Background: an optimization exercise with open tools, aiming at small area. Do not read the settings as production practice. RTL that was checked went through simulation tests only; none was proved equivalent to the original. The RTL of run 2 was laid out without a check of its function. Power is estimated from default activity; no workload was simulated.

<file path="flow/run.sh">
#!/bin/bash
# synth_recipe.tcl (not shown) runs the flow's synth.tcl, then flattens the netlist and writes it again
# the make line also repeats each setting of config.mk as NAME=value (left out here)
make -C /OpenROAD-flow-scripts/flow DESIGN_CONFIG=/design/flow/config.mk WORK_HOME=/design/flow/orfs CLKGATE_MAP_FILE= SYNTH_SCRIPT=/design/flow/synth_recipe.tcl finish
</file>
<file path="flow/config.mk">
export PLATFORM = sky130hd
export DESIGN_NAME = sync_fifo
export DESIGN_NICKNAME = sync_fifo
export VERILOG_FILES = /design/flow/design.v
export SDC_FILE = /design/flow/constraint.sdc
export NUM_CORES = 4
export LEC_CHECK = 0
export CAP_MARGIN = 20
export CORE_MARGIN = 2
export CORE_UTILIZATION = 40
export SLEW_MARGIN = 20
</file>
<file path="flow/constraint.sdc">
create_clock -name core_clock -period 5.0 [get_ports {clock}]
set_input_delay 1.0000 -clock core_clock [delete_from_list [all_inputs] [get_ports {clock}]]
set_output_delay 1.0000 -clock core_clock [all_outputs]
set_load 0.01 [all_outputs]
</file>
<file path="flow/design.v">
`timescale 1ns / 10ps
module sync_fifo
  #
  (
   parameter WIDTH = 32,
   parameter DEPTH = 8,
   parameter DLOG2 = 3,
   parameter AFULL = 3
   )
  (
   input  [WIDTH-1:0]     data,
   input                  wrreq,
   input                  rdreq,
   input                  clock,
   input                  aclr,
   output [WIDTH-1:0]     q,
   output                 full,
   output                 empty,
   output reg [DLOG2-1:0] usedw,
   output                 almost_full
   );
  reg [WIDTH-1:0]         mem [DEPTH-1:0];
  reg                     q_vld;
  integer                 k;
  always @(posedge clock)
    if (wrreq) begin
      mem[0] <= data;
      for (k = 1; k < DEPTH; k = k + 1)
        mem[k] <= mem[k-1];
    end
  always @(posedge clock, posedge aclr)
    if (aclr) begin
      usedw <= 'b0;
      q_vld <= 1'b0;
    end else begin
      case ({wrreq, rdreq})
        2'b10: usedw <= usedw + 1'b1;
        2'b01: usedw <= usedw - 1'b1;
        default: ;
      endcase
      if (rdreq) q_vld <= 1'b1;
    end
  reg [WIDTH-1:0] q_r;
  always @* begin
    q_r = {WIDTH{1'b0}};
    for (k = 0; k < DEPTH; k = k + 1)
      q_r = q_r | (mem[k] & {WIDTH{q_vld && (usedw == k)}});
  end
  assign q = q_r;
  assign full = &usedw;
  assign empty = ~|usedw;
  assign almost_full = usedw > AFULL;
endmodule  
</file>
==> impl_metrics.tcl, run 1 <==
set metrics [dict create \
    comb_power_share 0.308 \
    layout_setup_ws_ns 0.6183 \
    cts_tree "built" \
    drive_gt1_frac 0.1522 \
    place.gp.congestion 0.7179 \
    clk_pin_slew_ns 0.06 \
    clkPwrFrac 0.299 \
    synth_enable_flop_cells 256 \
    layout_common_cells "edfxtp_1, clkdlybuf4s50_1, a222oi_1" \
    fin_skew_ns 0.006204 \
    grt_max_degree 121 \
    synthArstFlopShare 0.01538 \
    busiest_layer "met2" \
    yosys_warnings 2 \
    final_cell_count_no_fill 935 \
    powerDensity_nw_per_um2 579.6 \
    max_slew_margin 0.4872 \
    fin_crit_sh 0.8763 \
    synth_compound_area_frac 0.1331 \
    drc 0 \
    wl_per_cell_um 21.74 \
    synth_cell_types 26 \
    crit_required_ns 4.00 \
    die_area_um2 25990 \
    crit_fanout 33 \
    rsz0062_at_grt "false" \
    ys.flop_type "edfxtp_1" \
    dpl_cell_area_um2 10950 \
    synth_nets 560 \
    cts_sinks 260 \
    cp-start-kind "flop" \
    setup_viol 0 \
    layout.cells.most_common "edfxtp_1" \
    path_class "reg -> out" \
    finalHoldWorstSlack_ns 0.4416 \
    viasPerCell 5.642 \
    synthMuxAreaShare 0.04290 \
    slew_violations 0 \
    endpoint_kind "output pin" \
    internal_power_mw 4.879 \
    synth_seq_cells 260 \
    cts_resized 0 \
    synth-seq-area-share 0.7876 \
    grt_pass1_vias 5415 \
    grt_remaining_overflow 0 \
    fmax_mhz 228.2 \
    die_x_um 161.2 \
    leakage_nw 4.030 \
    insertion_delay_ns 0.53 \
    grtUsageMet3 0.03082 \
    synth_xor_area_frac 0.001772 \
    die_h_um 161.2 \
    worstMarginPinSlew_ns 0.7692 \
    initial_core_util 0.4065 \
    max-cap-violations 0 \
    grtUsageMet1 0.2111 \
    peakVddDrop_mv 0.3074 \
    power_switching_mw 2.000 \
    synth_simple_gate_area_frac 0.002404 \
    period_needed_ns 4.382 \
    diodes 0 \
    wl_mm 20.32 \
    syn_inst 516 \
    ioPinCount 74 \
    cp_data_arrival_time_ns 3.38 \
    core_area_um2 24320 \
    place.port_buffers 73 \
    status "timing/DRC/antenna clean" \
    dr.pass1.iters 7 \
    use_met2 0.2483 \
    drtIter0Drc 645 \
    clk_path_buf_depth 3 \
    hold_viol 0 \
    syn_avg_cell_area_um2 19.16 \
    syn_area_um2 9887 \
    fin_nets 637 \
    dpl_worst_slack_ns 1.159 \
    h-tree-depth 1 \
    synthAdderAreaFrac 0.01012 \
    setup-tns-final_ns 0 \
    hold_buffers 0 \
    cts_root_buf "clkbuf_16" \
    vias 5275 \
    syn2layout_area_growth_pct 20.03 \
    grt_pass1_wl_mm 31.37 \
    grt_use_total 0.1535 \
    pwr-share-seq 0.392 \
    rows 57 \
    antenna_found_initial 0 \
    sw_frac_of_total 0.2908 \
    ant_nets 0 \
    cts_made_buffers 28 \
    dpl.hpwl_mm 11.18 \
    postCtsSetupBuffers 0 \
    stdcell_area_um2 11870 \
    dp_cells 887 \
    synth_top_family_by_area "compound AO/OA/AOI/OAI gates" \
    holdCritPathClass "reg -> reg" \
]
==> logic make-up after synthesis <==
group	after synthesis
flip-flops	260
AND/OR/NAND/NOR	5
buffers and inverters	44
adder cells (fa/ha/maj)	8
AO/OA/AOI/OAI	161
multiplexers	36
XOR/XNOR	2
==> routing by layer <==
layer  vias up  part of all wire  routed length, um
met5         -                 0                  0
met4         0             0.025                517
met3        41             0.068               1374
met2       214              0.48               9755
met1      2685              0.43               8676
li1       2335                 -                  -
==> metrics by stage <==
step	power, mW	utilization
5_1_grt	7.200	0.4880
4_1_cts	6.971	0.4880
6_report	6.879	0.4880
2_1_floorplan	3.880	-
3_5_place_dp	4.880	0.4503
3_3_place_gp	4.856	0.4503
==> Yosys cell counts, types with 2 or more instances <==
| master | instances | share of area |
|---|---|---|
| a21boi_0 | 26 | 0.020 |
| a21boi_1 | 6 | 0.0046 |
| a21oi_1 | 2 | 0.0010 |
| a221o_1 | 30 | 0.030 |
| a222oi_1 | 32 | 0.032 |
| a22o_1 | 30 | 0.027 |
| a22oi_1 | 2 | 0.0015 |
| buf_2 | 12 | 0.0061 |
| buf_6 | 3 | 0.0034 |
| clkbuf_1 | 21 | 0.0080 |
| dfrtp_1 | 4 | 0.010 |
| edfxtp_1 | 256 | 0.78 |
| ha_1 | 8 | 0.010 |
| inv_1 | 6 | 0.0023 |
| mux2_2 | 31 | 0.035 |
| mux2_4 | 5 | 0.0076 |
| nor2_1 | 2 | 0.00076 |
| o21ai_0 | 31 | 0.016 |
| xnor2_1 | 2 | 0.0018 |
==> registers in the layout (all words and copies together), names as in the netlist <==
name	count
mem	256
usedw	3
q_vld	1
==> power by group through the flow <==
stage                     Combinational, mW  Sequential, mW  Clock, mW
final                                  2.12            2.70       2.06
after global routing                   2.28            2.72       2.20
after CTS                              2.15            2.70       2.12
after detailed placement               2.14            2.74          0
after global placement                 2.12            2.73          0
after floorplan                        1.21            2.67          0
==> layout make-up <==
class | count | area (um2)
sequential | 260 | 7791
clock inverter | 14 | 171.4
inverter | 6 | 22.52
fill | 2022 | 12450
timing repair buffer | 85 | 838.3
tap | 324 | 405.4
multi-input combinational | 212 | 1894
clock buffer | 34 | 744.5
==> path summary, 6_finish.rpt <==
kind / from / end / slack [ns] / cells after the start
max: usedw[2]$_DFFE_PP0P_ / q[8] / 0.62 / 6
min: mem[1][5]$_DFFE_PP_ / mem[2][5]$_DFFE_PP_ / 0.44 / 0
max reg2reg: usedw[2]$_DFFE_PP0P_ / usedw[2]$_DFFE_PP0P_ / 3.31 / 4
min reg2reg: mem[1][5]$_DFFE_PP_ / mem[2][5]$_DFFE_PP_ / 0.44 / 0
max in group asynchronous: aclr / usedw[2]$_DFFE_PP0P_ / 4.17 / 2
min in group asynchronous: aclr / usedw[1]$_DFFE_PP0P_ / 0.65 / 2
==> worst max-delay path, cell delays in order, from the launching register on <==
cell	delay, ns
dfrtp_4	0.66
inv_1	0.17
ha_2	0.66
buf_4	0.32
a222oi_1	0.12
a21boi_0	0.30
clkdlybuf4s50_1	0.59
==> inputs of run 2 (changes only) <==
==> flow/design.v (replaced) <==
`timescale 1ns / 10ps
module sync_fifo
  #
  (
   parameter WIDTH = 32,
   parameter DEPTH = 8,
   parameter DLOG2 = 3,
   parameter AFULL = 3
   )
  (
   input  [WIDTH-1:0]     data,
   input                  wrreq,
   input                  rdreq,
   input                  clock,
   input                  aclr,
   output reg [WIDTH-1:0] q,
   output                 full,
   output                 empty,
   output reg [DLOG2-1:0] usedw,
   output                 almost_full
   );
  reg [WIDTH-1:0]         ram[DEPTH-1:0];
  reg [DLOG2-1:0]         wr_addr;
  reg [DLOG2-1:0]         rd_addr;
  always @(posedge clock, posedge aclr)
    if (aclr) begin
      usedw   <= 'b0;
      wr_addr <= 'b0;
      rd_addr <= 'b0;
      q       <= 'b0;
    end else begin
      case ({wrreq, rdreq})
        2'b10: usedw <= usedw + 8'h1;
        2'b01: usedw <= usedw - 8'h1;
      endcase  
      if (wrreq) ram[wr_addr] <= data;
      if (wrreq) wr_addr <= wr_addr + 8'h1;
      if (rdreq) begin
        rd_addr <= rd_addr + 8'h1;
        q       <= ram[rd_addr];
      end
    end  
  assign full = &usedw;
  assign empty = ~|usedw;
  assign almost_full = usedw > AFULL;
endmodule  
==> run 2 against run 1 <==
Against the previous run: hold slack improved by 0.081 ns; final cell count rose by 22%; sequential power rose by 19%; setup slack improved by 1.4 ns; via count rose by 16%; die area rose by 16%; clock power rose by 4%; critical path depth rose by 2; routed wire length rose by 22%; maximum frequency rose by 45%; sequential share of layout area fell by 1.8 points; critical path type is now reg -> reg; critical endpoint is now q[1]$_DFFE_PP0P_; highest routed layer unchanged.
==> impl_metrics.tcl, run 2 <==
set metrics [dict create \
    fmax_mhz 330.5 \
    path_class "reg -> reg" \
    setup-tns-final_ns 0 \
    layout_common_cells "edfxtp_1, clkdlybuf4s50_1, inv_1" \
    synthTopCellsByCount "edfxtp_1, inv_1, dfrtp_1" \
    crit_fanout 36 \
    place.gp.congestion 0.7439 \
    cp-start-kind "flop" \
    grt_pass1_vias 6546 \
    hold_path_end "q[25]$_DFFE_PP0P_" \
    fin_crit_sh 0.6052 \
    syn_area_um2 11560 \
    largest_reg_flops 256 \
    synthAdderAreaFrac 0.01581 \
    status "timing/DRC/antenna clean" \
    ioPinCount 74 \
    setup_viol 0 \
    synth_xor_area_frac 0.003789 \
    cts_resized 0 \
    dpl.hpwl_mm 13.51 \
    top_regs "ram (256), q (32)" \
    endpoint_kind "flop" \
    period_needed_ns 3.026 \
    place.port_buffers 73 \
    postCtsSetupBuffers 0 \
    finalHoldWorstSlack_ns 0.5224 \
    insertion_delay_ns 0.55 \
    cts_tree "built" \
    rsz0062_at_grt "false" \
    r2r-start "rd_addr[0]$_DFFE_PP0P_" \
    synth.most_common_cell "edfxtp_1" \
    synth_area_leader_cell "edfxtp_1" \
    ys.flop_type "edfxtp_1" \
    drive_gt1_frac 0.1675 \
    clk_path_buf_depth 3 \
    max_slew_margin 0.5056 \
    viasPerCell 5.339 \
    crit_required_ns 5.40 \
    syn_avg_cell_area_um2 17.62 \
    synth_cell_types 32 \
    cts_root_buf "clkbuf_16" \
    synth_top_family_by_area "compound AO/OA/AOI/OAI gates" \
    antenna_found_initial 1 \
    final_cell_count_no_fill 1143 \
    core_area_um2 28550 \
    ant_nets 0 \
    grt_remaining_overflow 0 \
    synth_nets 706 \
    power_mw 7.782 \
    ys_top_cells_by_area "edfxtp_1, dfrtp_1, a221oi_2, mux2_4, o211a_1" \
    regToRegEndpoint "q[1]$_DFFE_PP0P_" \
    syn2layout_area_growth_pct 18.12 \
    layout.cells.most_common "edfxtp_1" \
    drtIter0Drc 490 \
    whs_path_depth 2 \
    die_x_um 174.0 \
    clk_pin_slew_ns 0.06 \
    hold_viol 0 \
    grt_use_total 0.1637 \
    slew_violations 0 \
    drc 0 \
    cp_data_arrival_time_ns 3.43 \
    grt_max_degree 71 \
    grt_pass1_wl_mm 38.18 \
    synth_simple_gate_area_frac 0.01061 \
    die_area_um2 30270 \
    synthArstFlopShare 0.1380 \
    synthMuxAreaShare 0.03832 \
    h-tree-depth 1 \
    peakVddDrop_mv 0.3703 \
    cts_made_buffers 30 \
    synth_compound_area_frac 0.1440 \
    fin_nets 784 \
    yosys_warnings 2 \
    r2r_setup_slack_ns 1.97 \
    worstMarginPinSlew_ns 0.7401 \
    dr.pass1.iters 5 \
    synth_top_area_frac 0.6652 \
    synth-seq-area-share 0.7539 \
    largest_register "ram" \
    dp_cells 1086 \
    leakage_nw 4.897 \
    dpl_worst_slack_ns 1.960 \
    vias 6103 \
    reg2regPathDepth 8 \
    die_h_um 174.0 \
    max-cap-violations 0 \
    rows 62 \
    hold_buffers 0 \
    holdCritPathClass "reg -> reg" \
    wl_per_cell_um 21.61 \
    syn_inst 656 \
    initial_core_util 0.4048 \
    synth_seq_cells 297 \
    nFillCells 2455 \
    layout_setup_ws_ns 1.974 \
    synth_enable_flop_cells 256 \
    powerDensity_nw_per_um2 570.0 \
    hold_start "ram[0][25]$_DFFE_PP_" \
    cts_sinks 297 \
    wl_mm 24.70 \
    fin_skew_ns 0.02194 \
]
==> run 2: changes by cell type in the layout (fill, tap and decap cells not counted), sizes merged, moves of 8 or more <==
cell / change
dfrtp: +37
a221o: -30
a21boi: -32
o211a: +31
a221oi: +33
o22ai: +31
clkbuf: +8
inv: +36
a222oi: -32
a22oi: +30
==> run 2: final cells by class <==
| type | instances | area (um2) | share of cell area |
|---|---|---|---|
| Clock buffer | 42 | 837.1 | 0.06131 |
| Clock inverter | 14 | 118.9 | 0.008707 |
| Timing Repair Buffer | 92 | 868.3 | 0.06361 |
| Antenna cell | 1 | 2.502 | 0.0001833 |
| Sequential cell | 297 | 8715 | 0.6383 |
| Multi-Input combinational cell | 270 | 2469 | 0.1808 |
| Inverter | 43 | 161.4 | 0.01182 |
| Tap cell | 384 | 480.5 | 0.03519 |
==> run 2: worst max-delay path: stages (launching register included) <==
cell and delay [ns]:
dfrtp_1 0.43, inv_1 0.10, ha_1 0.61, buf_4 0.39, nor4_2 0.09, nand2_2 0.46
buf_4 0.45, o211a_1 0.22, o22ai_1 0.08
==> run 2: metrics by stage <==
stage / instance area (um2) / utilization
floorplan: 11560 / -
CTS: 13650 / 0.4781
detailed placement: 12690 / 0.4446
global placement: 12690 / 0.4446
finish: 13650 / 0.4782
global route: 13650 / 0.4782
==> run 2: cell families after synthesis <==
kind of cell | Yosys count
XOR/XNOR | 5
AO/OA/AOI/OAI | 197
adder cells (fa/ha/maj) | 14
flip-flops | 297
AND/OR/NAND/NOR | 23
buffers and inverters | 89
multiplexers | 31
==> run 2: worst max-delay path by stage <==
stage	endpoint	from	slack (ns)
after global placement	ram[2][23]$_DFFE_PP_	wrreq	2.02
final	q[1]$_DFFE_PP0P_	rd_addr[0]$_DFFE_PP0P_	1.97
after CTS	q[23]$_DFFE_PP0P_	rd_addr[0]$_DFFE_PP0P_	1.97
after detailed placement	q[23]$_DFFE_PP0P_	rd_addr[0]$_DFFE_PP0P_	1.96
after global routing	q[1]$_DFFE_PP0P_	rd_addr[0]$_DFFE_PP0P_	1.76
after floorplan	ram[2][0]$_DFFE_PP_	wrreq	1.66
==> run 2: per-layer routing <==
layer / wire length (um) / up-vias / global-route usage / share of wire
li1: - / 2786 / - / -
met1: 10670 / 3097 / 0.2138 / 0.43
met2: 12240 / 172 / 0.2832 / 0.50
met3: 1121 / 48 / 0.02603 / 0.045
met4: 663 / 0 / 0.04832 / 0.027
met5: 0 / - / 0 / 0
==> run 2: report_power, final <==
| group | total (mW) | switching (mW) | internal (mW) |
|---|---|---|---|
| Sequential | 3.22 | 0.191 | 3.03 |
| Combinational | 2.41 | 1.31 | 1.10 |
| Clock | 2.15 | 0.887 | 1.27 |
==> inputs of run 3 (changes only) <==
==> flow/design.v (replaced) <==
`timescale 1ns / 10ps
module sync_fifo
  #
  (
   parameter WIDTH = 32,
   parameter DEPTH = 8,
   parameter DLOG2 = 3,
   parameter AFULL = 3
   )
  (
   input  [WIDTH-1:0]     data,
   input                  wrreq,
   input                  rdreq,
   input                  clock,
   input                  aclr,
   output [WIDTH-1:0]     q,
   output                 full,
   output                 empty,
   output reg [DLOG2-1:0] usedw,
   output                 almost_full
   );
  reg [WIDTH-1:0]         mem [DEPTH-1:0];
  reg                     q_vld;
  integer                 k;
  always @(posedge clock)
    if (wrreq) begin
      mem[0] <= data;
      for (k = 1; k < DEPTH; k = k + 1)
        mem[k] <= mem[k-1];
    end
  wire            cnt_en = wrreq ^ rdreq;
  wire            cnt_dn = rdreq;
  wire [DLOG2-1:0] tgl;
  genvar g;
  assign tgl[0] = cnt_en;
  generate for (g = 1; g < DLOG2; g = g + 1) begin : g_tgl
    assign tgl[g] = tgl[g-1] & (usedw[g-1] ^ cnt_dn);
  end endgenerate
  always @(posedge clock, posedge aclr)
    if (aclr) begin
      usedw <= 'b0;
      q_vld <= 1'b0;
    end else begin
      usedw <= usedw ^ tgl;
      if (rdreq) q_vld <= 1'b1;
    end
  wire [DEPTH-1:0] sel;
  generate for (g = 0; g < DEPTH; g = g + 1) begin : g_sel
    assign sel[g] = q_vld & (usedw == g);
  end endgenerate
  wire [WIDTH-1:0] t0 = ~((mem[0] & {WIDTH{sel[0]}}) | (mem[1] & {WIDTH{sel[1]}}) | (mem[2] & {WIDTH{sel[2]}}));
  wire [WIDTH-1:0] t1 = ~((mem[3] & {WIDTH{sel[3]}}) | (mem[4] & {WIDTH{sel[4]}}) | (mem[5] & {WIDTH{sel[5]}}));
  wire [WIDTH-1:0] t2 = ~((mem[6] & {WIDTH{sel[6]}}) | (mem[7] & {WIDTH{sel[7]}}));
  assign q = ~(t0 & t1 & t2);
  assign full = &usedw;
  assign empty = ~|usedw;
  assign almost_full = usedw > AFULL;
endmodule  
==> flow/flow/run.sh (new file) <==
#!/bin/bash
# Layout flow: the standard ORFS layout (standard.sh) with these changes:
#  - synthesis maps the combinational logic with an area-only ABC script
#    (flow/abc_area.script, via flow/synth_area.tcl); registers are mapped
#    by the standard synthesis steps, before ABC, so they are unchanged;
#  - ports are buffered with the smallest buffer (buf_1);
#  - the clock tree is built from clkbuf_4 without dummy loads.
# Each make run writes its output to a log of its own here; ORFS keeps its
# per-step logs under orfs/logs.
set -euo pipefail
work=$(pwd)
export FLOW_ABC_SCRIPT=$work/flow/abc_area.script
export FLOW_STD_SYNTH=$work/synth_recipe.tcl
vars=(
  "SYNTH_SCRIPT=$work/flow/synth_area.tcl"
  "BUFFER_PORTS_ARGS=-buffer_cell sky130_fd_sc_hd__buf_1"
  "CTS_ARGS=-sink_clustering_enable -repair_clock_nets -dont_use_dummy_load -buf_list {sky130_fd_sc_hd__clkbuf_4} -sink_clustering_size 10 -sink_clustering_max_diameter 40"
)
bash standard.sh "${vars[@]}" synth > "$work/synth.log" 2>&1
bash standard.sh "${vars[@]}" finish > "$work/layout.log" 2>&1
==> flow/flow/abc_area.script (new file) <==
&get -n
&st
&synch2
&nf -a
&put
==> flow/flow/synth_area.tcl (new file) <==
# The standard flow's synthesis (synth_recipe.tcl) with one change: the ABC call that maps
# the combinational logic uses an area-only script (flow/abc_area.script)
# instead of ORFS's delay-driven one. Registers are mapped before ABC runs,
# so they come out as in the standard synthesis.
proc abc {args} {
  set i [lsearch -exact $args -script]
  if { $i >= 0 && ![string match *retime* [lindex $args [expr {$i + 1}]]] } {
    lset args [expr {$i + 1}] $::env(FLOW_ABC_SCRIPT)
  }
  foreach opt {-D -constr} {
    set j [lsearch -exact $args $opt]
    if { $j >= 0 } { set args [lreplace $args $j [expr {$j + 1}]] }
  }
  yosys abc {*}$args
}
source $::env(FLOW_STD_SYNTH)
==> flow/standard.sh (new file) <==
#!/bin/bash
# synth_recipe.tcl (not shown) runs the flow's synth.tcl, then flattens the netlist and writes it again
# the make line also repeats each setting of config.mk as NAME=value (left out here)
make -C /OpenROAD-flow-scripts/flow DESIGN_CONFIG=/design/flow/config.mk WORK_HOME=/design/flow/orfs CLKGATE_MAP_FILE= SYNTH_SCRIPT=/design/flow/synth_recipe.tcl "${@:-finish}"
removed: flow/run.sh
==> run 3 against run 2 <==
Against the previous run: combinational power shrank 43%; synthesized cell count shrank 38%; critical path type is now reg -> out; first-iteration DRC count grew 14%; still clean on timing, DRC and antenna; core utilization shrank 2.2 points; hold slack lost 0.28 ns; setup slack lost 0.74 ns; maximum frequency shrank 20%; clock power shrank 54%.
==> impl_metrics.tcl, run 3 <==
set metrics [dict create \
    status "timing/DRC/antenna clean" \
    synth_area_leader_cell "edfxtp_1" \
    final_util 0.4565 \
    r2r-start "usedw[0]$_DFF_PP0_" \
    cp_data_arrival_time_ns 2.77 \
    fin_skew_ns 0.05487 \
    wl_per_cell_um 22.52 \
    synth_cell_types 17 \
    dp_cells 769 \
    setup_viol 0 \
    cts_tree "built" \
    leakage_nw 3.239 \
    die_area_um2 23700 \
    initial_core_util 0.4095 \
    rows 54 \
    clk_path_buf_depth 3 \
    worstMarginPinSlew_ns 0.9032 \
    regToRegEndpoint "usedw[2]$_DFF_PP0_" \
    grt_pass1_wl_mm 28.79 \
    fin_crit_sh 0.7531 \
    vias 4739 \
    diodes 0 \
    cp-start-kind "flop" \
    cts_sinks 260 \
    syn_area_um2 8992 \
    power_mw 5.042 \
    drc 0 \
    max-cap-violations 0 \
    stdcell_area_um2 10020 \
    clk_pin_slew_ns 0.06 \
    synthArstFlopShare 0.01538 \
    powerDensity_nw_per_um2 503.0 \
    synth_enable_flop_cells 256 \
    synthTopCellsByCount "edfxtp_1, a222oi_1, a22oi_1, nand3_1" \
    critPathMaxStageDelay_ns 0.93 \
    ant_nets 0 \
    synth-seq-area-share 0.8660 \
    grt_max_degree 83 \
    place.port_buffers 73 \
    core_area_um2 21960 \
    period_needed_ns 3.766 \
    cp_cell_sequence "and4_2 > a22oi_1 > nand3_1 > buf_1" \
    synth.most_common_cell "edfxtp_1" \
    drive_gt1_frac 0.1027 \
    insertion_delay_ns 0.63 \
    fin_nets 564 \
    holdCritPathClass "in -> async" \
    path_buf_inv 1 \
    ys.flop_type "edfxtp_1" \
    top_regs "mem (256), usedw (3), q_vld (1)" \
    seq_area_um2 7787 \
    nFillCells 1869 \
    syn_avg_cell_area_um2 21.99 \
    layout.cells.most_common "edfxtp_1" \
    synth_top_area_frac 0.8549 \
    crit_family "simple AND/OR/NAND/NOR gates" \
    path_class "reg -> out" \
    synth_seq_cells 260 \
    synth_nets 445 \
    h-tree-depth 2 \
    hold_buffers 0 \
    crit_required_ns 4.00 \
    slew_violations 0 \
    peakVddDrop_mv 0.2661 \
    max_slew_margin 0.3979 \
    grt_pass1_vias 4985 \
    rsz0062_at_grt "false" \
    cts_made_buffers 37 \
    ioPinCount 74 \
    dpl_worst_slack_ns 1.765 \
    r2r_setup_slack_ns 3.66 \
    finalHoldWorstSlack_ns 0.2464 \
    syn2layout_area_growth_pct 11.47 \
    wl_mm 18.15 \
    final_cell_count_no_fill 806 \
    die_x_um 153.9 \
    dr.pass1.iters 5 \
    hold_viol 0 \
    multi_input_area_um2 1254 \
    fmax_mhz 265.6 \
    setup-tns-final_ns 0 \
    largest_register "mem" \
    dpl_cell_area_um2 9746 \
    viasPerCell 5.880 \
    largest_reg_flops 256 \
    reg2regPathDepth 3 \
    layout_setup_ws_ns 1.234 \
    critical_path.slowest_cell "and4_2" \
    yosys_warnings 2 \
    ys_top_cells_by_area "edfxtp_1, a222oi_1, a22oi_1, nand3_1, dfrtp_1" \
    die_h_um 153.9 \
    grt_remaining_overflow 0 \
    postCtsSetupBuffers 0 \
    layout_common_cells "edfxtp_1, buf_1, a222oi_1" \
    antenna_found_initial 0 \
    crit_fanout 32 \
    cts_resized 0 \
    place.gp.congestion 0.7127 \
    cts_root_buf "clkbuf_4" \
    grt_use_total 0.1548 \
    dpl.hpwl_mm 9.562 \
    syn_inst 409 \
    endpoint_kind "output pin" \
    drtIter0Drc 561 \
]
run 3: cell types whose count changed after synthesis, sizes merged, moves of 31 or more:
cell    before  now
a222oi       0   64
inv         43    0
dfrtp       41    4
o21ai       35    0
a221oi      33    0
o22ai       32    0
a22o        31    0
mux2        31    0
nand3        1   32
o211a       31    0
run 3: logic make-up (layout without fill, tap and decap cells):
| group | after synthesis | after routing | share of synthesized area |
|---|---|---|---|
| DFF | 260 | 260 | 0.8660 |
| xor gates and xnor gates | 6 | 6 | 0.005844 |
| AOI/OAI and AO/OA | 96 | 96 | 0.09795 |
| and+or+nand+nor | 45 | 45 | 0.02936 |
| buffers and inverters | 2 | 119 | 0.0008340 |
run 3: worst max-delay path by stage:
stage	slack (ns)	from	cells after the start	to
final	1.23	usedw[1]$_DFF_PP0_	4	q[2]
after global routing	1.00	usedw[0]$_DFF_PP0_	4	q[14]
after CTS	1.14	usedw[0]$_DFF_PP0_	4	q[14]
after detailed placement	1.77	usedw[0]$_DFF_PP0_	4	q[14]
after global placement	1.82	usedw[0]$_DFF_PP0_	4	q[14]
after floorplan	0.43	usedw[0]$_DFF_PP0_	3	q[0]
run 3: layer usage:
metal  track usage  routed length (um)  share of wire
met1        0.2187                7769           0.43
met2        0.2415                8687           0.48
met3       0.03749                1344          0.074
met4       0.04495                 347          0.019
met5             0                   0              0
run 3: area by class of cell:
type | count | area share
clock buffer | 37 | 0.02771
inverter | 1 | 0.0003745
multi-input combinational | 147 | 0.1251
sequential | 260 | 0.7769
tap | 280 | 0.03495
timing repair buffer | 81 | 0.03495
run 3: power breakdown:
part | internal [mW] | switching, mW | total [mW]
clock | 0.342 | 0.652 | 0.994
sequential | 2.56 | 0.121 | 2.68
combinational | 0.481 | 0.886 | 1.37
total | 3.38 | 1.66 | 5.04
==> inputs of run 4 (changes only) <==
--- a/flow/flow/run.sh
+++ b/flow/flow/run.sh
@@ -6,3 +6,3 @@
 #  - ports are buffered with the smallest buffer (buf_1);
-#  - the clock tree is built from clkbuf_4 without dummy loads.
+#  - the clock tree is built from clkbuf_4/clkbuf_8 without dummy loads.
 # Each make run writes its output to a log of its own here; ORFS keeps its
@@ -16,3 +16,3 @@
   "BUFFER_PORTS_ARGS=-buffer_cell sky130_fd_sc_hd__buf_1"
-  "CTS_ARGS=-sink_clustering_enable -repair_clock_nets -dont_use_dummy_load -buf_list {sky130_fd_sc_hd__clkbuf_4} -sink_clustering_size 10 -sink_clustering_max_diameter 40"
+  "CTS_ARGS=-sink_clustering_enable -repair_clock_nets -dont_use_dummy_load -buf_list {sky130_fd_sc_hd__clkbuf_4 sky130_fd_sc_hd__clkbuf_8} -sink_clustering_size 16 -sink_clustering_max_diameter 50"
 )
==> run 4 against run 3 <==
Against the previous run: still clean on timing, DRC and antenna; routed wire length shrank 1.3%; sequential power barely moved; clock power rose by 8%; largest power group unchanged.
==> impl_metrics.tcl, run 4 <==
set metrics [dict create \
    rows 54 \
    top_regs "mem (256), usedw (3), q_vld (1)" \
    cts_root_buf "clkbuf_8" \
    multi_input_area_um2 1254 \
    synth_area_leader_cell "edfxtp_1" \
    cts_resized 0 \
    fin_nets 551 \
    stdcell_area_um2 10080 \
    ys.flop_type "edfxtp_1" \
    dpl.hpwl_mm 9.562 \
    syn2layout_area_growth_pct 12.05 \
    vias 4682 \
    synth_xor_area_frac 0.005844 \
    synth_top_family_by_area "compound AO/OA/AOI/OAI gates" \
    synth_compound_area_frac 0.09795 \
    drive_gt1_frac 0.07992 \
    synth_simple_gate_area_frac 0.02936 \
    grt_use_total 0.1520 \
    grt_remaining_overflow 0 \
    synth_cell_types 17 \
    status "timing/DRC/antenna clean" \
    rsz0062_at_grt "false" \
    critical_path.slowest_cell "and4b_2" \
    reg2regPathDepth 3 \
    period_needed_ns 3.742 \
    drc 0 \
    grt_pass1_vias 4866 \
    hold_viol 0 \
    dpl_cell_area_um2 9746 \
    crit_cells 4 \
    viasPerCell 5.904 \
    synthAdderAreaFrac 0 \
    die_area_um2 23700 \
    core_area_um2 21960 \
    ioPinCount 74 \
    wl_mm 17.91 \
    place.gp.congestion 0.7127 \
    powerDensity_nw_per_um2 508.2 \
    ys_top_cells_by_area "edfxtp_1, a222oi_1, a22oi_1, nand3_1, dfrtp_1" \
    place.port_buffers 73 \
    cts_sinks 260 \
    synth_seq_cells 260 \
    diodes 0 \
    cp-start-kind "flop" \
    clk_path_buf_depth 3 \
    grt_pass1_wl_mm 28.43 \
    max-cap-violations 0 \
    wl_per_cell_um 22.59 \
    crit_fanout 32 \
    largest_reg_flops 256 \
    holdCritPathClass "in -> async" \
    max_slew_margin 0.3927 \
    synthTopCellsByCount "edfxtp_1, a222oi_1, a22oi_1, nand3_1" \
    crit_required_ns 4.00 \
    syn_avg_cell_area_um2 21.99 \
    synth-seq-area-share 0.8660 \
    layout.cells.most_common "edfxtp_1" \
    layout_common_cells "edfxtp_1, buf_1, a222oi_1" \
    syn_area_um2 8992 \
    path_class "reg -> out" \
    synth.most_common_cell "edfxtp_1" \
    fin_crit_sh 0.7484 \
    synthArstFlopShare 0.01538 \
    cp_cell_sequence "and4b_2 > a222oi_1 > nand3_1 > buf_1" \
    setup-tns-final_ns 0 \
    hold_buffers 0 \
    antenna_found_initial 0 \
    cp_data_arrival_time_ns 2.74 \
    grt_max_degree 83 \
    largest_register "mem" \
    dr.pass1.iters 7 \
    fmax_mhz 267.2 \
    synth_top_area_frac 0.8549 \
    seq_area_um2 7787 \
    initial_core_util 0.4095 \
    h-tree-depth 1 \
    worstMarginPinSlew_ns 0.9109 \
    drtIter0Drc 493 \
    slew_violations 0 \
    postCtsSetupBuffers 0 \
    ant_nets 0 \
    critPathMaxStageDelay_ns 0.91 \
    cts_tree "built" \
    nFillCells 1843 \
    yosys_warnings 2 \
    synthMuxAreaShare 0 \
    synth_enable_flop_cells 256 \
    synth_nets 445 \
    clk_pin_slew_ns 0.08 \
    die_h_um 153.9 \
    setup_viol 0 \
    endpoint_kind "output pin" \
    crit_family "simple AND/OR/NAND/NOR gates" \
    peakVddDrop_mv 0.2662 \
    path_buf_inv 1 \
    die_x_um 153.9 \
    insertion_delay_ns 0.55 \
    cts_made_buffers 24 \
    leakage_nw 3.242 \
    syn_inst 409 \
    fin_skew_ns 0.04827 \
]
==> run 4: cell types whose count changed in the layout (fill, tap and decap cells not counted), sizes merged <==
cell / change
clkbuf: -13
==> run 4: kinds of logic (layout without fill, tap and decap cells) <==
group,Yosys count,count (layout)
AOI/OAI and AO/OA,96,96
xor gates and xnor gates,6,6
buffers and inverters,2,106
DFF,260,260
and+or+nand+nor,45,45
==> run 4: area by class of cell <==
class | instances | area share
sequential | 260 | 0.7729
multi-input combinational | 147 | 0.1244
timing repair buffer | 81 | 0.03477
tap | 280 | 0.03477
clock buffer | 24 | 0.03278
inverter | 1 | 0.0003725
==> run 4: path summary, 6_finish.rpt <==
kind                                       from              endpoint  slack [ns]
setup / recovery             usedw[0]$_DFF_PP0_                  q[0]        1.26
hold / removal                             aclr    usedw[0]$_DFF_PP0_        0.28
setup reg to reg             usedw[0]$_DFF_PP0_    usedw[2]$_DFF_PP0_        3.67
hold reg to reg            mem[0][26]$_DFFE_PP_  mem[1][26]$_DFFE_PP_        0.40
max in group asynchronous                  aclr     q_vld$_DFFE_PP0P_        4.60
min in group core_clock    mem[0][26]$_DFFE_PP_  mem[1][26]$_DFFE_PP_        0.40
==> run 4: layer usage <==
layer  GRT usage  routed length, um
met5           0                  0
met4     0.03560                308
met3     0.03185               1192
met2      0.2385               8628
met1      0.2204               7784
==> run 4: power by group <==
part | switching [mW] | total, mW | internal, mW
Sequential | 0.121 | 2.68 | 2.56
Clock | 0.643 | 1.07 | 0.428
Combinational | 0.888 | 1.37 | 0.481
Total | 1.65 | 5.12 | 3.47
==> run 4: per-stage QoR <==
step             util  cells  power (mW)  worst slack (ns)  hold WS (ns)
6_report       0.4589    793       5.121             1.258        0.2768
4_1_cts        0.4589    793       5.214             1.176        0.2458
2_1_floorplan       -    409       3.463            0.4306        0.4252
3_5_place_dp   0.4438    769       4.135             1.765        0.4335
5_1_grt        0.4589    793       5.404             1.054        0.2606
3_3_place_gp   0.4438    769       4.117             1.820        0.4283
==> inputs of run 5 (changes only) <==
==> flow/design.v (replaced) <==
`timescale 1ns / 10ps
module sync_fifo
  #
  (
   parameter WIDTH = 32,
   parameter DEPTH = 8,
   parameter DLOG2 = 3,
   parameter AFULL = 3
   )
  (
   input  [WIDTH-1:0]     data,
   input                  wrreq,
   input                  rdreq,
   input                  clock,
   input                  aclr,
   output reg [WIDTH-1:0] q,
   output                 full,
   output                 empty,
   output reg [DLOG2-1:0] usedw,
   output                 almost_full
   );
  localparam NWORDS = DEPTH - 1;
  reg [WIDTH-1:0]         mem [NWORDS-1:0];
  integer                 k;
  always @(posedge clock)
    if (wrreq) begin
      mem[0] <= data;
      for (k = 1; k < NWORDS; k = k + 1)
        mem[k] <= mem[k-1];
    end
  wire            cnt_en = wrreq ^ rdreq;
  wire            cnt_dn = rdreq;
  wire [DLOG2-1:0] tgl;
  genvar g;
  assign tgl[0] = cnt_en;
  generate for (g = 1; g < DLOG2; g = g + 1) begin : g_tgl
    assign tgl[g] = tgl[g-1] & (usedw[g-1] ^ cnt_dn);
  end endgenerate
  wire [NWORDS-1:0] sel;
  generate for (g = 0; g < NWORDS; g = g + 1) begin : g_sel
    assign sel[g] = rdreq & (usedw == g + 1);
  end endgenerate
  wire hold = ~rdreq;
  wire [WIDTH-1:0] t0 = ~((mem[0] & {WIDTH{sel[0]}}) | (mem[1] & {WIDTH{sel[1]}}) | (mem[2] & {WIDTH{sel[2]}}));
  wire [WIDTH-1:0] t1 = ~((mem[3] & {WIDTH{sel[3]}}) | (mem[4] & {WIDTH{sel[4]}}) | (mem[5] & {WIDTH{sel[5]}}));
  wire [WIDTH-1:0] t2 = ~((mem[6] & {WIDTH{sel[6]}}) | (q & {WIDTH{hold}}));
  wire [WIDTH-1:0] q_nxt = ~(t0 & t1 & t2);
  always @(posedge clock, posedge aclr)
    if (aclr) begin
      usedw <= 'b0;
      q     <= 'b0;
    end else begin
      usedw <= usedw ^ tgl;
      q     <= q_nxt;
    end
  assign full = &usedw;
  assign empty = ~|usedw;
  assign almost_full = usedw > AFULL;
endmodule  
==> flow/flow/abc_area.script (replaced) <==
&get -n
&st
&dch
&nf -a
&put
==> run 5 against run 4 <==
Against the previous run: first-iteration DRC count increased by 46%; die area is 2.1% lower; final area fell by 2.1%; via count down 2.2%; routed wire length shrank 0.75%; final cell count is 0.38% lower; setup slack improved by 1.2 ns; clock power about the same; flip-flop and latch count decreased by 1; non-clock buffer count is 1 lower; largest cell class unchanged; largest power group unchanged.
==> impl_metrics.tcl, run 5 <==
set metrics [dict create \
    synth.most_common_cell "edfxtp_1" \
    h-tree-depth 1 \
    worstSetupStartpoint "rdreq" \
    path_class "in -> reg" \
    rsz0062_at_grt "false" \
    cts_resized 0 \
    top_regs "mem (224), q (32), usedw (3)" \
    cp-start-kind "input pin" \
    period_needed_ns 2.554 \
    r2r-start "usedw[0]$_DFF_PP0_" \
    diodes 0 \
    die_area_um2 23200 \
    cts_tree "built" \
    fmax_mhz 391.6 \
    die_x_um 152.3 \
    dr.pass1.iters 6 \
    ioPinCount 74 \
    worstMarginPinSlew_ns 0.9513 \
    endpoint_kind "flop" \
    die_h_um 152.3 \
    holdCritPathClass "reg -> reg" \
    grt_remaining_overflow 0 \
    hold_viol 0 \
    clk_pin_slew_ns 0.09 \
    dpl.hpwl_mm 9.391 \
    syn_area_um2 8797 \
    initial_core_util 0.4056 \
    largest_register "mem" \
    drc 0 \
    synth_area_leader_cell "edfxtp_1" \
    viasPerCell 5.794 \
    synthTopCellsByCount "edfxtp_1, a222oi_1, dfrtp_1, a22oi_1, nand3_1" \
    cp_data_arrival_time_ns 2.96 \
    antenna_found_initial 0 \
    grt_pass1_vias 4617 \
    dpl_worst_slack_ns 1.928 \
    synth_cell_types 16 \
    peakVddDrop_mv 0.1759 \
    hold_buffers 0 \
    powerDensity_nw_per_um2 469.8 \
    synth_nets 443 \
    drtIter0Drc 721 \
    syn2layout_area_growth_pct 12.16 \
    yosys_warnings 2 \
    rows 54 \
    fin_skew_ns 0.02652 \
    cts_made_buffers 24 \
    leakage_nw 3.292 \
    layout_common_cells "edfxtp_1, buf_1, a222oi_1" \
    place.port_buffers 73 \
    synth_seq_cells 259 \
    fin_nets 548 \
    ant_nets 0 \
    synth_top_area_frac 0.7646 \
    cts_root_buf "clkbuf_8" \
    slew_violations 0 \
    clk_path_buf_depth 3 \
    place.gp.congestion 0.6502 \
    grt_max_degree 75 \
    grt_use_total 0.1494 \
    synth_enable_flop_cells 224 \
    insertion_delay_ns 0.53 \
    crit_required_ns 5.41 \
    cts_sinks 259 \
    status "timing/DRC/antenna clean" \
    crit_fanout 18 \
    setup_viol 0 \
    layout_setup_ws_ns 2.446 \
    core_area_um2 21690 \
    largest_reg_flops 224 \
    grt_pass1_wl_mm 27.34 \
    postCtsSetupBuffers 0 \
    syn_inst 407 \
    drive_gt1_frac 0.07843 \
    wl_per_cell_um 22.51 \
    ys.flop_type "edfxtp_1" \
    hold_start "mem[3][10]$_DFFE_PP_" \
    ys_top_cells_by_area "edfxtp_1, dfrtp_1, a222oi_1, a22oi_1, nand3_1" \
    synth-seq-area-share 0.8642 \
    synthArstFlopShare 0.1351 \
    fin_crit_sh 0.5107 \
    setup-tns-final_ns 0 \
    max-cap-violations 0 \
    finalHoldWorstSlack_ns 0.4285 \
    r2r_setup_slack_ns 2.88 \
    syn_avg_cell_area_um2 21.61 \
    wl_mm 17.78 \
    vias 4577 \
    max_slew_margin 0.3658 \
    layout.cells.most_common "edfxtp_1" \
]
-- run 5: stage by stage --
step	power, mW	util	instance area [um2]	cells
6_report	4.635	0.4549	9867	790
3_3_place_gp	3.594	0.4397	9537	766
2_1_floorplan	3.233	-	8797	407
3_5_place_dp	3.640	0.4397	9537	766
5_1_grt	4.869	0.4549	9867	790
4_1_cts	4.694	0.4549	9867	790
-- run 5: worst max-delay path, stage by stage --
cell and delay, ns:
buf_1 0.38, clkinv_1 0.65, buf_4 0.45, a222oi_1 0.36, nand3_1 0.11
-- run 5: final cells by class --
class	instances	area, um2
clock buffer	24	330.3
fill	1814	11820
inverter	2	7.507
multi-input combinational	145	1234
sequential	259	7602
tap	280	350.3
timing repair buffer	80	342.8
-- run 5: cell families (layout without fill, tap and decap cells) --
kind of cell / after synthesis / count (layout) / share of synthesized area
XOR/XNOR: 6 / 6 / 0.005974
buffers and inverters: 3 / 106 / 0.001280
AND/OR/NAND/NOR: 43 / 43 / 0.02845
AO/OA/AOI/OAI: 96 / 96 / 0.1001
flip-flops: 259 / 259 / 0.8642
-- run 5: where the power goes --
part           internal (mW)  switching (mW)  leakage, nW
combinational          0.301           0.456        0.491
sequential              2.62           0.198         2.63
clock                  0.429           0.629        0.173
total                   3.35            1.28         3.29
-- run 5: final timing paths --
check / endpoint / cells after the start
worst max-delay path: q[22]$_DFF_PP0_ / 5
max in group asynchronous: q[19]$_DFF_PP0_ / 2
min in group asynchronous: q[20]$_DFF_PP0_ / 2
worst min-delay path: mem[4][10]$_DFFE_PP_ / 0
worst min register to register: mem[4][10]$_DFFE_PP_ / 0
worst max register to register: q[19]$_DFF_PP0_ / 3
-- run 5: metal layers --
metal,wire (um),vias up,track usage
met3,1388,29,0.02617
li1,-,2025,-
met1,7598,2320,0.2208
met5,0,-,0
met4,258,0,0.03293
met2,8534,203,0.2355
==> inputs of run 6 (changes only) <==
--- a/flow/flow/run.sh
+++ b/flow/flow/run.sh
@@ -6,3 +6,3 @@
 #  - ports are buffered with the smallest buffer (buf_1);
-#  - the clock tree is built from clkbuf_4/clkbuf_8 without dummy loads.
+#  - the clock tree is built from clkbuf_4 without dummy loads.
 # Each make run writes its output to a log of its own here; ORFS keeps its
@@ -16,3 +16,5 @@
   "BUFFER_PORTS_ARGS=-buffer_cell sky130_fd_sc_hd__buf_1"
-  "CTS_ARGS=-sink_clustering_enable -repair_clock_nets -dont_use_dummy_load -buf_list {sky130_fd_sc_hd__clkbuf_4 sky130_fd_sc_hd__clkbuf_8} -sink_clustering_size 16 -sink_clustering_max_diameter 50"
+  "CTS_ARGS=-sink_clustering_enable -repair_clock_nets -dont_use_dummy_load -buf_list {sky130_fd_sc_hd__clkbuf_4} -sink_clustering_size 10 -sink_clustering_max_diameter 40"
+  "CORE_UTILIZATION=75"
+  "PLACE_DENSITY=0.88"
 )
==> run 6 against run 5 <==
Against the previous run: first-iteration DRC count grew 7.2%; clock power shrank 18%; die area shrank 46%; power shrank 3.6%; sequential power is essentially flat; clock skew grew 0.033 ns; count of clock-buffer cells in the layout grew 7; synthesized area is the same; via count grew 6.5%; hold slack lost 0.037 ns; global-route usage grew 12 points; highest routed layer unchanged.
==> impl_metrics.tcl, run 6 <==
set metrics [dict create \
    cts_made_buffers 31 \
    clk_pin_slew_ns 0.10 \
    ioPinCount 74 \
    worstMarginPinSlew_ns 1.162 \
    slew_violations 0 \
    syn_area_um2 8797 \
    syn2layout_area_growth_pct 9.543 \
    fin_nets 559 \
    nFillCells 520 \
    grt_use_total 0.2674 \
    layout_setup_ws_ns 2.257 \
    dpl_worst_slack_ns 1.586 \
    synth-seq-area-share 0.8642 \
    layout_common_cells "edfxtp_1, buf_1, a222oi_1" \
    hold_path_end "mem[1][7]$_DFFE_PP_" \
    grt_pass1_vias 4980 \
    synth_seq_cells 259 \
    syn_inst 407 \
    r2r-start "usedw[2]$_DFF_PP0_" \
    die_x_um 112.3 \
    hold_buffers 0 \
    yosys_warnings 2 \
    max-cap-violations 0 \
    critPathMaxStageDelay_ns 1.11 \
    grt_max_degree 115 \
    antenna_found_initial 0 \
    holdCritPathClass "reg -> reg" \
    synth_top_area_frac 0.7646 \
    leakage_nw 3.294 \
    powerDensity_nw_per_um2 463.8 \
    synth_area_leader_cell "edfxtp_1" \
    status "timing/DRC/antenna clean" \
    place.port_buffers 73 \
    die_area_um2 12610 \
    ys_top_cells_by_area "edfxtp_1, dfrtp_1, a222oi_1, a22oi_1, nand3_1" \
    postCtsSetupBuffers 0 \
    drtIter0Drc 773 \
    initial_core_util 0.7704 \
    largest_register "mem" \
    dr.pass1.iters 9 \
    peakVddDrop_mv 0.3490 \
    synth_nets 443 \
    fmax_mhz 364.6 \
    drc 0 \
    crit_fanout 18 \
    diodes 0 \
    cts_resized 0 \
    largest_reg_flops 224 \
    path_class "in -> reg" \
    rows 39 \
    synth.most_common_cell "edfxtp_1" \
    synth_cell_types 16 \
    r2r_setup_slack_ns 2.49 \
    crit_required_ns 5.54 \
    critical_path.slowest_cell "nor4bb_4" \
    wl_per_cell_um 25.35 \
    hold_start "mem[0][7]$_DFFE_PP_" \
    setup-tns-final_ns 0 \
    vias 4875 \
    cp_cell_sequence "buf_1 > nor4bb_4 > buf_4 > a22oi_1 > nand3_1" \
    endpoint_kind "flop" \
    die_h_um 112.3 \
    whs_path_depth 0 \
    fin_crit_sh 0.5485 \
    layout.cells.most_common "edfxtp_1" \
    regToRegEndpoint "q[11]$_DFF_PP0_" \
    dpl.hpwl_mm 10.17 \
    wl_mm 16.83 \
    synth_enable_flop_cells 224 \
    ys.flop_type "edfxtp_1" \
    insertion_delay_ns 0.61 \
    top_regs "mem (224), q (32), usedw (3)" \
    rsz0062_at_grt "false" \
    cp-start-kind "input pin" \
    period_needed_ns 2.743 \
    cts_root_buf "clkbuf_4" \
    viasPerCell 7.342 \
    max_slew_margin 0.2241 \
    setup_viol 0 \
    clk_path_buf_depth 3 \
    synthTopCellsByCount "edfxtp_1, a222oi_1, dfrtp_1, a22oi_1, nand3_1" \
    synthArstFlopShare 0.1351 \
    core_area_um2 11420 \
    final_util 0.8440 \
    cts_tree "built" \
    h-tree-depth 1 \
    cts_sinks 259 \
    cp_data_arrival_time_ns 3.28 \
    place.gp.congestion 0.7516 \
    grt_pass1_wl_mm 26.01 \
    grt_remaining_overflow 0 \
    drive_gt1_frac 0.09405 \
    fin_skew_ns 0.05949 \
    reg2regPathDepth 4 \
    hold_viol 0 \
    ant_nets 0 \
    syn_avg_cell_area_um2 21.61 \
]
## run 6: cell counts after synthesis
No cell type changed its count.
## run 6: through the flow
stage | hold slack, ns | total power [mW] | cell area (um2) | std cells
2_1_floorplan | 0.4252 | 3.233 | 8797 | 407
3_3_place_gp | 0.4284 | 3.563 | 9397 | 632
3_5_place_dp | 0.4343 | 3.641 | 9404 | 633
4_1_cts | 0.3922 | 4.479 | 9637 | 664
5_1_grt | 0.4070 | 4.641 | 9637 | 664
6_report | 0.3911 | 4.469 | 9637 | 664
## run 6: worst max-delay path: cells and delay by family
family	cells	cell delay [ns]
AND/OR/NAND/NOR	2	1.27
buffers and inverters	2	0.85
AO/OA/AOI/OAI	1	0.15
## run 6: worst max-delay path by stage
stage          start         endpoint  slack [ns]  cells after the start
6_report       rdreq  q[11]$_DFF_PP0_        2.26                      5
5_1_grt        rdreq   q[1]$_DFF_PP0_        2.22                      5
4_1_cts        rdreq  q[31]$_DFF_PP0_        2.25                      4
3_5_place_dp   rdreq   q[5]$_DFF_PP0_        1.59                      4
3_3_place_gp   rdreq  q[20]$_DFF_PP0_        1.78                      5
2_1_floorplan  rdreq   q[0]$_DFF_PP0_        1.04                      3
## run 6: report_power, final
part	total, mW	leakage, nW	internal (mW)	switching (mW)
Clock	0.870	0.143	0.284	0.586
Combinational	0.780	0.522	0.313	0.467
Sequential	2.82	2.63	2.62	0.198
Total	4.47	3.29	3.22	1.25
## run 6: cells by family after synthesis
logic type / synth area share
AOI/OAI and AO/OA: 0.1001
xor gates and xnor gates: 0.005974
and+or+nand+nor: 0.02845
DFF: 0.8642
buffers and inverters: 0.001280
## run 6: area by class of cell
cell class / count / area (um2) / area share
inverter: 2 / 7.507 / 0.0007790
sequential: 259 / 7602 / 0.7889
timing repair buffer: 84 / 385.4 / 0.03999
multi-input combinational: 145 / 1230 / 0.1276
tap: 143 / 178.9 / 0.01857
clock buffer: 31 / 232.7 / 0.02415
## run 6: per-layer routing
layer,vias to the layer above,global-route usage,routed length [um]
met2,333,0.4233,8428
met1,2456,0.3878,6229
met3,28,0.05130,1875
met5,-,0,0
li1,2058,-,-
met4,0,0.09756,298
==> inputs of run 7 (changes only) <==
--- a/flow/flow/run.sh
+++ b/flow/flow/run.sh
@@ -17,4 +17,2 @@
   "CTS_ARGS=-sink_clustering_enable -repair_clock_nets -dont_use_dummy_load -buf_list {sky130_fd_sc_hd__clkbuf_4} -sink_clustering_size 10 -sink_clustering_max_diameter 40"
-  "CORE_UTILIZATION=75"
-  "PLACE_DENSITY=0.88"
 )
==> run 7 against run 6 <==
Against the previous run: synthesized area is the same; die area grew 84%; first-iteration DRC count shrank 6.1%; final area grew 1.8%; core utilization shrank 39 points; via count shrank 3.0%; flip-flop and latch count is the same; synthesized cell count is the same; final cell count grew 21%; maximum frequency grew 4.2%; sequential power is essentially flat; sequential share of layout area shrank 1.4 points; largest power group unchanged.
==> impl_metrics.tcl, run 7 <==
set metrics [dict create \
    hold_buffers 0 \
    final_util 0.4522 \
    drtIter0Drc 726 \
    yosys_warnings 2 \
    grt_remaining_overflow 0 \
    synth.most_common_cell "edfxtp_1" \
    setup-tns-final_ns 0 \
    dpl.hpwl_mm 9.391 \
    drive_gt1_frac 0.09962 \
    cts_made_buffers 36 \
    syn_area_um2 8797 \
    crit_fanout 12 \
    drc 0 \
    dr.pass1.iters 9 \
    diodes 0 \
    synth_cell_types 16 \
    fin_skew_ns 0.04912 \
    powerDensity_nw_per_um2 463.6 \
    max_slew_margin 0.3745 \
    endpoint_kind "output pin" \
    place.gp.congestion 0.6502 \
    antenna_found_initial 0 \
    cts_root_buf "clkbuf_4" \
    hold_viol 0 \
    place.port_buffers 73 \
    fmax_mhz 379.8 \
    clk_pin_slew_ns 0.11 \
    vias 4727 \
    period_needed_ns 2.633 \
    postCtsSetupBuffers 0 \
    ant_nets 0 \
    synthArstFlopShare 0.1351 \
    ioPinCount 74 \
    slew_violations 0 \
    fin_crit_sh 0.5266 \
    die_x_um 152.3 \
    largest_register "mem" \
    cp_data_arrival_time_ns 1.63 \
    insertion_delay_ns 0.61 \
    viasPerCell 5.894 \
    cp-start-kind "flop" \
    syn_inst 407 \
    syn_avg_cell_area_um2 21.61 \
    path_buf_inv 1 \
    ys_top_cells_by_area "edfxtp_1, dfrtp_1, a222oi_1, a22oi_1, nand3_1" \
    critical_path.slowest_cell "dfrtp_1" \
    core_area_um2 21690 \
    cp_cell_sequence "and3_1 > buf_1" \
    finalHoldWorstSlack_ns 0.3996 \
    holdCritPathClass "reg -> reg" \
    synth_top_area_frac 0.7646 \
    synthTopCellsByCount "edfxtp_1, a222oi_1, dfrtp_1, a22oi_1, nand3_1" \
    wl_per_cell_um 22.44 \
    synth-seq-area-share 0.8642 \
    die_h_um 152.3 \
    largest_reg_flops 224 \
    grt_use_total 0.1515 \
    synth_nets 443 \
    synth_enable_flop_cells 224 \
    power_mw 4.547 \
    crit_family "flip-flops" \
    cts_tree "built" \
    peakVddDrop_mv 0.1688 \
    setup_viol 0 \
    worstMarginPinSlew_ns 0.9383 \
    cts_resized 0 \
    initial_core_util 0.4056 \
    synth_area_leader_cell "edfxtp_1" \
    die_area_um2 23200 \
    rsz0062_at_grt "false" \
    crit_required_ns 4.00 \
    nFillCells 1829 \
    wl_mm 18.00 \
    grt_pass1_vias 4759 \
    cts_sinks 259 \
    rows 54 \
    grt_max_degree 75 \
    status "timing/DRC/antenna clean" \
    max-cap-violations 0 \
    synth_seq_cells 259 \
    critPathMaxStageDelay_ns 0.65 \
    fin_nets 560 \
    leakage_nw 3.285 \
    path_class "reg -> out" \
    top_regs "mem (224), q (32), usedw (3)" \
    syn2layout_area_growth_pct 11.48 \
    grt_pass1_wl_mm 27.40 \
    ys.flop_type "edfxtp_1" \
    h-tree-depth 2 \
    layout_common_cells "edfxtp_1, buf_1, a222oi_1" \
    layout.cells.most_common "edfxtp_1" \
    clk_path_buf_depth 3 \
]
==> run 7: cell counts after synthesis <==
Identical to the previous run, type by type.
==> run 7: cell families after synthesis <==
group,after synthesis,synth area share
simple gates,43,0.02845
flops,259,0.8642
buf+inv,3,0.001280
compound gates,96,0.1001
xor+xnor,6,0.005974
==> run 7: area by class of cell <==
cell class              count  area, um2  share of cell area
inverters                   2      7.507           0.0007655
flip-flops and latches    259       7602              0.7752
multi-input cells         145       1234              0.1258
repair buffers             80      342.8             0.03496
well taps                 280      350.3             0.03572
clock buffers              36      270.3             0.02756
==> run 7: path summary, 6_finish.rpt <==
path                                      from             endpoint  cells past startpoint  slack (ns)
hold reg to reg            mem[1][8]$_DFFE_PP_  mem[2][8]$_DFFE_PP_                      0        0.40
setup reg to reg            usedw[0]$_DFF_PP0_      q[15]$_DFF_PP0_                      3        2.85
min in group asynchronous                 aclr      q[20]$_DFF_PP0_                      2        0.56
max in group asynchronous                 aclr      q[25]$_DFF_PP0_                      2        3.84
hold / removal             mem[1][8]$_DFFE_PP_  mem[2][8]$_DFFE_PP_                      0        0.40
setup / recovery            usedw[0]$_DFF_PP0_                 full                      2        2.37
==> run 7: layer usage <==
layer  global-route usage  vias to the layer above  share of wire
li1                     -                     2062              -
met1               0.2167                     2418           0.43
met2               0.2332                      219           0.48
met3              0.03641                       28          0.080
met4              0.04584                        0          0.018
met5                    0                        -              0
==> run 7: where the power goes <==
part	switching (mW)	total [mW]	internal, mW
registers	0.197	2.82	2.62
clock network	0.636	0.970	0.333
logic	0.457	0.758	0.301
total	1.29	4.55	3.26
==> run 7: stage by stage <==
stage / cells / cell area (um2) / worst slack (ns)
2_1_floorplan: 407 / 8797 / 1.038
3_3_place_gp: 766 / 9537 / 2.052
3_5_place_dp: 766 / 9537 / 1.928
4_1_cts: 802 / 9807 / 2.310
5_1_grt: 802 / 9807 / 2.241
6_report: 802 / 9807 / 2.367
==> inputs of run 8 (changes only) <==
--- a/flow/flow/run.sh
+++ b/flow/flow/run.sh
@@ -17,2 +17,4 @@
   "CTS_ARGS=-sink_clustering_enable -repair_clock_nets -dont_use_dummy_load -buf_list {sky130_fd_sc_hd__clkbuf_4} -sink_clustering_size 10 -sink_clustering_max_diameter 40"
+  "CORE_UTILIZATION=50"
+  "PLACE_DENSITY=0.65"
 )
==> run 8 against run 7 <==
Against the previous run: setup slack better by 0.040 ns; clock power is 2% lower; global-route usage is 3.8 points higher; clock skew is 0.021 ns higher; die area is 20% lower; count of clock-buffer cells in the layout is 1 lower; routed wire length is 5.1% lower; critical path type unchanged; largest cell class unchanged.
==> impl_metrics.tcl, run 8 <==
set metrics [dict create \
    synth.most_common_cell "edfxtp_1" \
    rsz0062_at_grt "false" \
    dpl_cell_area_um2 9468 \
    syn_inst 407 \
    regToRegEndpoint "q[20]$_DFF_PP0_" \
    setup_viol 0 \
    cp_data_arrival_time_ns 1.59 \
    cts_resized 0 \
    wl_per_cell_um 22.90 \
    yosys_warnings 2 \
    highest_layer "met4" \
    status "timing/DRC/antenna clean" \
    final_util 0.5645 \
    finalHoldWorstSlack_ns 0.4157 \
    syn_area_um2 8797 \
    drc 0 \
    place.port_buffers 73 \
    cts_root_buf "clkbuf_4" \
    layout.cells.most_common "edfxtp_1" \
    rows 48 \
    hold_viol 0 \
    worstMarginPinSlew_ns 0.9163 \
    fin_nets 559 \
    viasPerCell 6.310 \
    clk_pin_slew_ns 0.10 \
    wl_mm 17.08 \
    synth_cell_types 16 \
    cts_tree "built" \
    stdcell_area_um2 9731 \
    syn2layout_area_growth_pct 10.61 \
    grt_pass1_vias 4669 \
    syn_avg_cell_area_um2 21.61 \
    wl_met2_mm 8.007 \
    fin_crit_sh 0.5186 \
    period_needed_ns 2.593 \
    initial_core_util 0.5104 \
    synth_area_leader_cell "edfxtp_1" \
    layout_setup_ws_ns 2.407 \
    ys.flop_type "edfxtp_1" \
    postCtsSetupBuffers 0 \
    synthTopCellsByCount "edfxtp_1, a222oi_1, dfrtp_1, a22oi_1, nand3_1" \
    die_h_um 136.6 \
    synth_nets 443 \
    final_cell_count_no_fill 746 \
    clk_path_buf_depth 3 \
    insertion_delay_ns 0.63 \
    dr.pass1.iters 7 \
    hold_path_end "mem[2][12]$_DFFE_PP_" \
    max_slew_margin 0.3883 \
    h-tree-depth 2 \
    fin_skew_ns 0.07040 \
    grt_remaining_overflow 0 \
    holdCritPathClass "reg -> reg" \
    powerDensity_nw_per_um2 464.3 \
    crit_fanout 12 \
    die_area_um2 18670 \
    dp_cells 711 \
    wl_met3_mm 1.601 \
    drive_gt1_frac 0.09789 \
    r2r_setup_slack_ns 2.80 \
    fmax_mhz 385.7 \
    path_class "reg -> out" \
    max-cap-violations 0 \
    peakVddDrop_mv 0.2843 \
    wl_met1_mm 7.195 \
    antenna_found_initial 0 \
    slew_violations 0 \
    synth_top_area_frac 0.7646 \
    layout_common_cells "edfxtp_1, buf_1, a222oi_1" \
    synth_enable_flop_cells 224 \
    r2r-start "usedw[1]$_DFF_PP0_" \
    vias 4707 \
    synthArstFlopShare 0.1351 \
    reg2regPathDepth 4 \
    hold_buffers 0 \
    grt_pass1_wl_mm 26.52 \
    cp-start-kind "flop" \
    cts_made_buffers 35 \
    place.gp.congestion 0.7343 \
    dpl.hpwl_mm 8.926 \
    ioPinCount 74 \
    power_mw 4.518 \
    setup-tns-final_ns 0 \
    crit_required_ns 4.00 \
    top_regs "mem (224), q (32), usedw (3)" \
    seq_area_um2 7602 \
    largest_reg_flops 224 \
    grt_max_degree 143 \
    synth-seq-area-share 0.8642 \
    diodes 0 \
    synth_seq_cells 259 \
    die_x_um 136.6 \
    dpl_worst_slack_ns 1.945 \
    core_area_um2 17240 \
    ys_top_cells_by_area "edfxtp_1, dfrtp_1, a222oi_1, a22oi_1, nand3_1" \
    drtIter0Drc 769 \
    nFillCells 1318 \
    cts_sinks 259 \
    endpoint_kind "output pin" \
    hold_start "mem[1][12]$_DFFE_PP_" \
    whs_path_depth 0 \
    multi_input_area_um2 1234 \
    grt_use_total 0.1891 \
    ant_nets 0 \
    leakage_nw 3.281 \
    largest_register "mem" \
]
-- run 8: where the power goes --
part / leakage, nW / switching (mW) / internal [mW]
Clock: 0.161 / 0.631 / 0.325
Combinational: 0.492 / 0.452 / 0.303
Sequential: 2.63 / 0.187 / 2.62
Total: 3.28 / 1.27 / 3.25
-- run 8: worst max-delay path, cell delays in order, from the launching register on --
cell and delay, ns:
dfrtp_1 0.65, and3_1 0.23, buf_1 0.15
-- run 8: cell type report --
cell class,instances,share of cell area
Sequential cell,259,0.7813
Inverter,2,0.0007715
Timing Repair Buffer,80,0.03523
Multi-Input combinational cell,145,0.1268
Clock buffer,35,0.02700
Tap cell,225,0.02893
-- run 8: kinds of logic (layout without fill, tap and decap cells) --
family                    after synthesis  count (layout)  share of synthesized area
DFF                                   259             259                     0.8642
AOI/OAI and AO/OA                      96              96                     0.1001
and+or+nand+nor                        43              43                    0.02845
xor gates and xnor gates                6               6                   0.005974
buffers and inverters                   3             117                   0.001280
-- run 8: how the worst max path moves through the flow --
stage | from | to | slack, ns
global route | usedw[1]$_DFF_PP0_ | full | 2.30
floorplan | rdreq | q[0]$_DFF_PP0_ | 1.04
finish | usedw[0]$_DFF_PP0_ | full | 2.41
detailed placement | rdreq | q[20]$_DFF_PP0_ | 1.94
CTS | usedw[1]$_DFF_PP0_ | full | 2.35
global placement | rdreq | q[27]$_DFF_PP0_ | 2.01
-- run 8: per-layer routing --
metal | up-vias | global-route usage
li1 | 2063 | -
met1 | 2405 | 0.2764
met2 | 211 | 0.2847
met3 | 28 | 0.04815
met4 | 0 | 0.05613
met5 | - | 0

separate check: timing with driven ports:
In the flow no input, the clock included, has a driving cell. The finished layouts below were timed again as built, in two steps.
Step 1 sets driving cells, clkbuf_16 on the clock port and buf_2 on the other inputs (assumed; they add their load-dependent delay and slew).
Step 2, shift: input delay + t, output delay - t, t = (earliest + latest rising clock arrival at the registers) / 2. This alone moves slack from input paths to output paths.
a / b / c = ideal ports / drivers / drivers and shift; a / b = the first two.
run | t, ns | setup WS [ns] | worst setup path at the end
run 1 | 0.571 | 0.618 / 0.575 / 1.145 | register to output
run 2 | 0.589 | 1.974 / 1.974 / 1.950 | input to register
run 3 | 0.629 | 1.234 / 1.201 / 1.831 | register to output
run 4 | 0.562 | 1.258 / 1.218 / 1.780 | register to output
run 5 | 0.555 | 2.446 / 2.434 / 1.892 | input to register
run 6 | 0.625 | 2.257 / 2.268 / 1.642 | input to register
run 7 | 0.621 | 2.367 / 2.335 / 1.913 | input to register
run 8 | 0.627 | 2.407 / 2.373 / 1.920 | input to register
After both steps every run listed still meets setup and hold. The setup slack of run 6, which loses most, moves by +0.011 ns with the drivers and by -0.615 ns with both steps.
